Background: an optimization exercise with open tools, aiming at small area, a short achievable clock period and few clock cycles per item. Do not read the settings as production practice.
RTL that was checked went through simulation tests only; none was proved equivalent to the original.
The clock port is modelled as an ideal driver, which makes a skipped or thinned clock tree look cheaper than it is; a real chip needs a root buffer or a tree.
No activity file was given, so power comes from the tool's default toggle rates.

## maple
==> flow/design.v <==
module apb_fifo (
    input  wire        clk,
    input  wire        rst,
    input  wire        psel,
    input  wire [3:0]  paddr,
    input  wire [31:0] pwdata,
    input  wire        penable,
    input  wire        pwrite,
    output wire [31:0] prdata,
    output wire        pready
);
reg [31:0] mem [0:15];    
reg [15:0] vld;           
reg [3:0]  cnt;           
reg [15:0] wsel;          
reg        rdy;           
reg [31:0] rdq;           
wire setup = psel & ~penable;
wire full  = (cnt == 4'd15);
wire empty = (cnt == 4'd0);
always @(posedge clk or negedge rst) begin
    if (!rst) begin
        cnt <= 4'd0;
        vld <= 16'b0;
    end else begin
        if (rdy & penable)
            cnt <= pwrite ? cnt + 4'd1 : cnt - 4'd1;
        if (penable)
            vld <= vld | wsel;
    end
end
wire [15:0] rsel = vld & (16'b1 << paddr);
reg  [31:0] rword;
integer i;
always @(*) begin
    rword = 32'b0;
    for (i = 0; i < 16; i = i + 1)
        rword = rword | ({32{rsel[i]}} & mem[i]);
end
always @(posedge clk) begin
    rdy  <= setup & (pwrite ? ~full : ~empty);
    wsel <= (setup & pwrite & ~full) ? (16'b1 << paddr) : 16'b0;
    for (i = 0; i < 16; i = i + 1)
        if (wsel[i] & penable)
            mem[i] <= pwdata;
    rdq <= rword;
end
assign prdata = rdq;
assign pready = rdy;
endmodule
Settings: LEC_CHECK=0, CAP_MARGIN=20, CORE_MARGIN=2, CORE_UTILIZATION=40, CTS_BUF_LIST=sky130_fd_sc_hd__clkbuf_8, CTS_CLUSTER_SIZE=20, SETUP_SLACK_MARGIN=3.0, SLEW_MARGIN=20, TNS_END_PERCENT=5; clock period 5.0 ns.
run.sh (not shown) runs the stock make flow with config.mk's settings and CLKGATE_MAP_FILE= SYNTH_SCRIPT=/design/flow/synth_recipe.tcl, a recipe that flattens the netlist after the stock synthesis.
The following lists how lagoon was set up differently from maple:
--- a/flow/design.v
+++ b/flow/design.v
@@ -11,8 +11,8 @@
 );
 reg [31:0] mem [0:15];    
 reg [15:0] vld;           
+reg [15:0] wsel;          
 reg [3:0]  cnt;           
-reg [15:0] wsel;          
 reg        rdy;           
 reg [31:0] rdq;           
 wire setup = psel & ~penable;
@@ -20,9 +20,13 @@
 wire empty = (cnt == 4'd0);
 always @(posedge clk or negedge rst) begin
     if (!rst) begin
-        cnt <= 4'd0;
-        vld <= 16'b0;
+        rdy  <= 1'b0;
+        wsel <= 16'b0;
+        cnt  <= 4'd0;
+        vld  <= 16'b0;
     end else begin
+        rdy  <= setup & (pwrite ? ~full : ~empty);
+        wsel <= (setup & pwrite & ~full) ? (16'b1 << paddr) : 16'b0;
         if (rdy & penable)
             cnt <= pwrite ? cnt + 4'd1 : cnt - 4'd1;
         if (penable)
@@ -38,8 +42,6 @@
         rword = rword | ({32{rsel[i]}} & mem[i]);
 end
 always @(posedge clk) begin
-    rdy  <= setup & (pwrite ? ~full : ~empty);
-    wsel <= (setup & pwrite & ~full) ? (16'b1 << paddr) : 16'b0;
     for (i = 0; i < 16; i = i + 1)
         if (wsel[i] & penable)
             mem[i] <= pwdata;
[summary]
- | post-route minimum period | lagoon vs maple | 9.6 ps lower |
- Sequential fraction of the synthesis area ends up lower on maple.
- lagoon finished all stages; the layout is clean.
- Diff maple -> lagoon: placer's final routability congestion estimate now smaller; global-route usage shrank by 0.93 points; final area down about 6.6%.
- | via density per instance | higher: lagoon |
- lagoon -> maple: first-pass iteration count of the detailed router delta 0, exact match
- Against maple, lagoon comes in 0.27 points higher on core utilization of the finished layout.
Testbench counts of lagoon, summed over its fixed seeds: cycles 6,400, transfers 3,200.
Function not checked in maple: the RTL went through the layout flow alone.

Setup of v2:
RTL: the design.v shown in full above, as it stands there.
export LEC_CHECK = 0
export CAP_MARGIN = 20
export CORE_MARGIN = 2
export CORE_UTILIZATION = 40
export SETUP_SLACK_MARGIN = 3.0
export SLEW_MARGIN = 20
export TNS_END_PERCENT = 5
create_clock -name core_clock -period 5.0 [get_ports {clk}]
standard.sh (not shown) runs the stock make flow with config.mk's settings and CLKGATE_MAP_FILE= SYNTH_SCRIPT=/design/flow/synth_recipe.tcl, a recipe that flattens the netlist after the stock synthesis.
==> flow/flow/run.sh <==
#!/bin/bash
set -euo pipefail
here=$(pwd)
export CTS_ARGS="-sink_clustering_enable -repair_clock_nets -dont_use_dummy_load -sink_clustering_size 20 -sink_clustering_max_diameter 60"
export POST_CTS_TCL="$here/flow/post_cts.tcl"
bash standard.sh > "$here/standard.log" 2>&1
==> flow/flow/post_cts.tcl <==
proc drop_clock_root {} {
  set block [ord::get_db_block]
  set clknet [$block findNet clk]
  set roots {}
  foreach it [$clknet getITerms] { lappend roots [$it getInst] }
  if {[llength $roots] != 1} { puts "drop_clock_root: [llength $roots] roots, left alone"; return }
  set root [lindex $roots 0]
  set rnet [[$root findITerm X] getNet]
  set sinks {}
  foreach it [$rnet getITerms] { if {[$it isInputSignal]} { lappend sinks $it } }
  if {[llength $sinks] > 4} { puts "drop_clock_root: root drives [llength $sinks] pins, left alone"; return }
  foreach it $sinks { $it disconnect; $it connect $clknet }
  odb::dbInst_destroy $root
  odb::dbNet_destroy $rnet
  puts "drop_clock_root: clk now drives [llength [$clknet getITerms]] pins"
}

drop_clock_root
estimate_parasitics -placement
repair_timing_helper
detailed_placement
check_placement -verbose
report_clock_latency -clock [all_clocks]
report_worst_slack -max
What v38 does differently from v2 at the input level:
==> flow/design.v <==
module apb_fifo (
    input  wire        clk,
    input  wire        rst,
    input  wire        psel,
    input  wire [3:0]  paddr,
    input  wire [31:0] pwdata,
    input  wire        penable,
    input  wire        pwrite,
    output wire [31:0] prdata,
    output wire        pready
);
reg [31:0] mem [0:15];    
reg [15:0] vld;           
reg [3:0]  cnt;           
reg        wacc;          
reg [3:0]  wa;            
reg        rdy;           
reg [31:0] rdq;           
wire setup = psel & ~penable;
wire full  = (cnt == 4'd15);
wire empty = (cnt == 4'd0);
wire [15:0] we = {16{wacc & penable}} & (16'b1 << wa);
always @(posedge clk or negedge rst) begin
    if (!rst) begin
        cnt <= 4'd0;
        vld <= 16'b0;
    end else begin
        if (rdy & penable)
            cnt <= pwrite ? cnt + 4'd1 : cnt - 4'd1;
        vld <= vld | we;
    end
end
reg [31:0] rq [0:3];
reg [3:0]  gsel;
reg [31:0] rword;
integer i;
always @(*) begin
    rword = 32'b0;
    for (i = 0; i < 4; i = i + 1) begin
        rq[i]   = mem[4*i + paddr[1:0]];
        gsel[i] = vld[4*i + paddr[1:0]] & (paddr[3:2] == i);
        rword   = rword | ({32{gsel[i]}} & rq[i]);
    end
end
always @(posedge clk) begin
    rdy  <= setup & (pwrite ? ~full : ~empty);
    wacc <= setup & pwrite & ~full;
    wa   <= paddr;
    for (i = 0; i < 16; i = i + 1)
        if (we[i])
            mem[i] <= pwdata;
    rdq <= rword;
end
assign prdata = rdq;
assign pready = rdy;
endmodule
==> comparison <==
- Peak ir drop on the vdd network (v38 vs. v2) increases by more than 10%
- Of v38 and v2, v2 shows the higher net count reported at finish, with v38 below it.
- When v38 is set beside v2, its global-route wire length before repair turns out to be 19 mm smaller.
- Comparing v38 and v2, the lower number of inverters outside the clock class in the layout is on v2.
- Synthesis-to-layout area growth in v38 vs v2: down 2.7 points
- Across both runs, required time of the critical path was lower for v38 than for v2.
- Part of the total power dissipated in combinational logic: v38 < v2
- v2 -> v38: final instance count without filler cells decreased by more than 10%
- Simple-gate share of the synthesized area down 11 points in v38 wrt v2
- Compared with v2, placement density in the core of v38 is lower.
- In v38, final-layout clock-cell area share is higher than in v2.
- v38 vs v2 — flip-flop and latch count dropped 11.
- Between v38 and v2, the data-path buffer share of cell area in the final layout is lower for v2.
- Total power: v38 below v2
No functional check of the RTL was part of any run of this note.

== before ==
apb_fifo with an RTL version that a note above also has.
Size: about 940 cells after synthesis, about 570 flip-flops, ~74 I/O pins.
==> module apb_fifo, before the edit <==
module apb_fifo (
    input  wire        clk,
    input  wire        rst,
    input  wire        psel,
    input  wire [3:0]  paddr,
    input  wire [31:0] pwdata,
    input  wire        penable,
    input  wire        pwrite,
    output wire [31:0] prdata,
    output wire        pready
);
reg [31:0] mem [0:15];    
reg [15:0] vld;           
reg [3:0]  cnt;           
reg        wacc;          
reg [3:0]  wa;            
reg        rdy;           
reg [31:0] rdq;           
wire setup = psel & ~penable;
wire full  = (cnt == 4'd15);
wire empty = (cnt == 4'd0);
wire [15:0] we = {16{wacc & penable}} & (16'b1 << wa);
always @(posedge clk or negedge rst) begin
    if (!rst) begin
        cnt <= 4'd0;
        vld <= 16'b0;
    end else begin
        if (rdy & penable)
            cnt <= pwrite ? cnt + 4'd1 : cnt - 4'd1;
        vld <= vld | we;
    end
end
reg [31:0] rq [0:3];
reg [3:0]  gsel;
reg [31:0] rword;
integer i;
always @(*) begin
    rword = 32'b0;
    for (i = 0; i < 4; i = i + 1) begin
        rq[i]   = mem[4*i + paddr[1:0]];
        gsel[i] = vld[4*i + paddr[1:0]] & (paddr[3:2] == i);
        rword   = rword | ({32{gsel[i]}} & rq[i]);
    end
end
always @(posedge clk) begin
    rdy  <= setup & (pwrite ? ~full : ~empty);
    wacc <= setup & pwrite & ~full;
    wa   <= paddr;
    for (i = 0; i < 16; i = i + 1)
        if (we[i])
            mem[i] <= pwdata;
    rdq <= rword;
end
assign prdata = rdq;
assign pready = rdy;
endmodule
clock: 5.0 ns
lec_check: 0
cap_margin: 20
core_margin: 2
core_utilization: 40
setup_slack_margin: 3.0
slew_margin: 20
tns_end_percent: 5
==> flow/flow/run.sh <==
#!/bin/bash
# Standard layout (bash standard.sh, all ORFS steps), with changes to clock
# tree synthesis and the timing repair that follows it:
#  - TritonCTS builds smaller sink clusters of clkbuf_8 and no dummy loads;
set -euo pipefail
here=$(pwd)
export CTS_ARGS="-sink_clustering_enable -repair_clock_nets -dont_use_dummy_load -sink_clustering_size 16 -sink_clustering_max_diameter 50 -buf_list sky130_fd_sc_hd__clkbuf_8"
export POST_CTS_TCL="$here/flow/post_cts.tcl"
bash standard.sh > "$here/standard.log" 2>&1
==> flow/flow/post_cts.tcl <==
# Sourced by ORFS's cts.tcl after clock tree synthesis and its timing repair.

proc drop_clock_root {} {
  set block [ord::get_db_block]
  set clknet [$block findNet clk]
  set roots {}
  foreach it [$clknet getITerms] { lappend roots [$it getInst] }
  if {[llength $roots] != 1} { puts "drop_clock_root: [llength $roots] roots, left alone"; return }
  set root [lindex $roots 0]
  set rnet [[$root findITerm X] getNet]
  set sinks {}
  foreach it [$rnet getITerms] { if {[$it isInputSignal]} { lappend sinks $it } }
  if {[llength $sinks] > 4} { puts "drop_clock_root: root drives [llength $sinks] pins, left alone"; return }
  foreach it $sinks { $it disconnect; $it connect $clknet }
  odb::dbInst_destroy $root
  odb::dbNet_destroy $rnet
  puts "drop_clock_root: clk now drives [llength [$clknet getITerms]] pins"
}

# Port buffers that are delay cells become plain buffers.
proc plain_port_buffers {} {
  set buf [[ord::get_db] findMaster sky130_fd_sc_hd__buf_4]
  set n 0
  foreach inst [[ord::get_db_block] getInsts] {
    set m [[$inst getMaster] getName]
    if {[regexp {^(input|output)[0-9]+$} [$inst getName]] && [regexp {dly} $m]} {
      $inst swapMaster $buf
      incr n
    }
  }
  puts "plain_port_buffers: $n swapped"
}

drop_clock_root
set_dont_use {sky130_fd_sc_hd__dlygate* sky130_fd_sc_hd__clkdlybuf* sky130_fd_sc_hd__dlymetal*}
plain_port_buffers
detailed_placement
estimate_parasitics -placement
repair_design_helper
repair_timing -setup_margin $::env(SETUP_SLACK_MARGIN) -repair_tns 100 -verbose
detailed_placement
check_placement -verbose
estimate_parasitics -placement
report_clock_latency -clock [all_clocks]
report_worst_slack -max
Here is what was changed in the inputs of after compared with before.
==> flow/design.v <==
module apb_fifo (
    input  wire        clk,
    input  wire        rst,
    input  wire        psel,
    input  wire [3:0]  paddr,
    input  wire [31:0] pwdata,
    input  wire        penable,
    input  wire        pwrite,
    output wire [31:0] prdata,
    output wire        pready
);
reg [31:0] mem [0:15];    
reg [15:0] vld;           
reg [15:0] wsel;          
reg [3:0]  cnt;           
reg        rdy;           
reg [31:0] rdq;           
wire setup = psel & ~penable;
wire full  = (cnt == 4'd15);
wire empty = (cnt == 4'd0);
always @(posedge clk or negedge rst) begin
    if (!rst) begin
        rdy  <= 1'b0;
        wsel <= 16'b0;
        cnt  <= 4'd0;
        vld  <= 16'b0;
    end else begin
        rdy  <= setup & (pwrite ? ~full : ~empty);
        wsel <= (setup & pwrite & ~full) ? (16'b1 << paddr) : 16'b0;
        if (rdy & penable)
            cnt <= pwrite ? cnt + 4'd1 : cnt - 4'd1;
        if (penable)
            vld <= vld | wsel;
    end
end
wire [15:0] rsel = vld & (16'b1 << paddr);
reg  [31:0] rword;
integer i;
always @(*) begin
    rword = 32'b0;
    for (i = 0; i < 16; i = i + 1)
        rword = rword | ({32{rsel[i]}} & mem[i]);
end
always @(posedge clk) begin
    for (i = 0; i < 16; i = i + 1)
        if (wsel[i] & penable)
            mem[i] <= pwdata;
    rdq <= rword;
end
assign prdata = rdq;
assign pready = rdy;
endmodule
after finished every step from synthesis to the final layout, and the layout passed the timing, DRC and antenna checks. Detailed-routing wirelength on met1 grows by more than 10% when moving from before to after. Compared with before, in after synthesized cell count +about 14%, flop-to-flop setup slack +0.15 ns, worst max-slew margin expressed relative to the limit ~0 delta. Looking at before and after, the post-route clock period utilization is a wash. In after, worst ir drop on vdd is lower than in before. after ends up with a combinational group power that is 37% lower than in before.
Testbench counts of after, summed over its fixed seeds: cycles 6,400, transfers 3,200.
No functional check of the RTL was part of before.

==> re-timing with driven ports <==
No port has a modelled driver above. Below, the same layouts with a new extraction and two added sets of constraints. Step 1 (the two cells are an assumption about what drives the block):
set clk [get_ports {clk}]
set_driving_cell -lib_cell sky130_fd_sc_hd__clkbuf_16 $clk
set_driving_cell -lib_cell sky130_fd_sc_hd__buf_2 [delete_from_list [all_inputs] $clk]
Step 2 times the ports against the registers' clock, not the clock port: input delays grow and output delays shrink by t, the midpoint of the rising clock arrivals with the driver on. a / b / c = ideal / step 1 / step 2; a / b = the first two.
run	t, ns	setup WS [ns]	latest minus earliest clock arrival (ns)	slew at the worst register clock pin (ns)	cell pins on the clock port's net
maple	0.714	2.827 / 2.773 / 2.238	0.049 / 0.049	0.07 / 0.07	1
lagoon	0.702	2.837 / 2.783 / 2.275	0.034 / 0.034	0.07 / 0.07	1
v2	0.489	2.933 / 2.892 / 2.403	0.058 / 0.057	0.08 / 0.08	4
v38	0.472	2.803 / 2.739 / 2.267	0.079 / 0.078	0.08 / 0.08	4
before	0.504	2.855 / 2.759 / 2.256	0.080 / 0.079	0.10 / 0.10	4
after	0.490	2.862 / 2.922 / 2.432	0.065 / 0.065	0.10 / 0.10	4
After both steps every run listed still meets setup and hold. For before, which loses most, drivers alone change the setup slack by -0.096 ns; drivers and shift together by -0.599 ns.
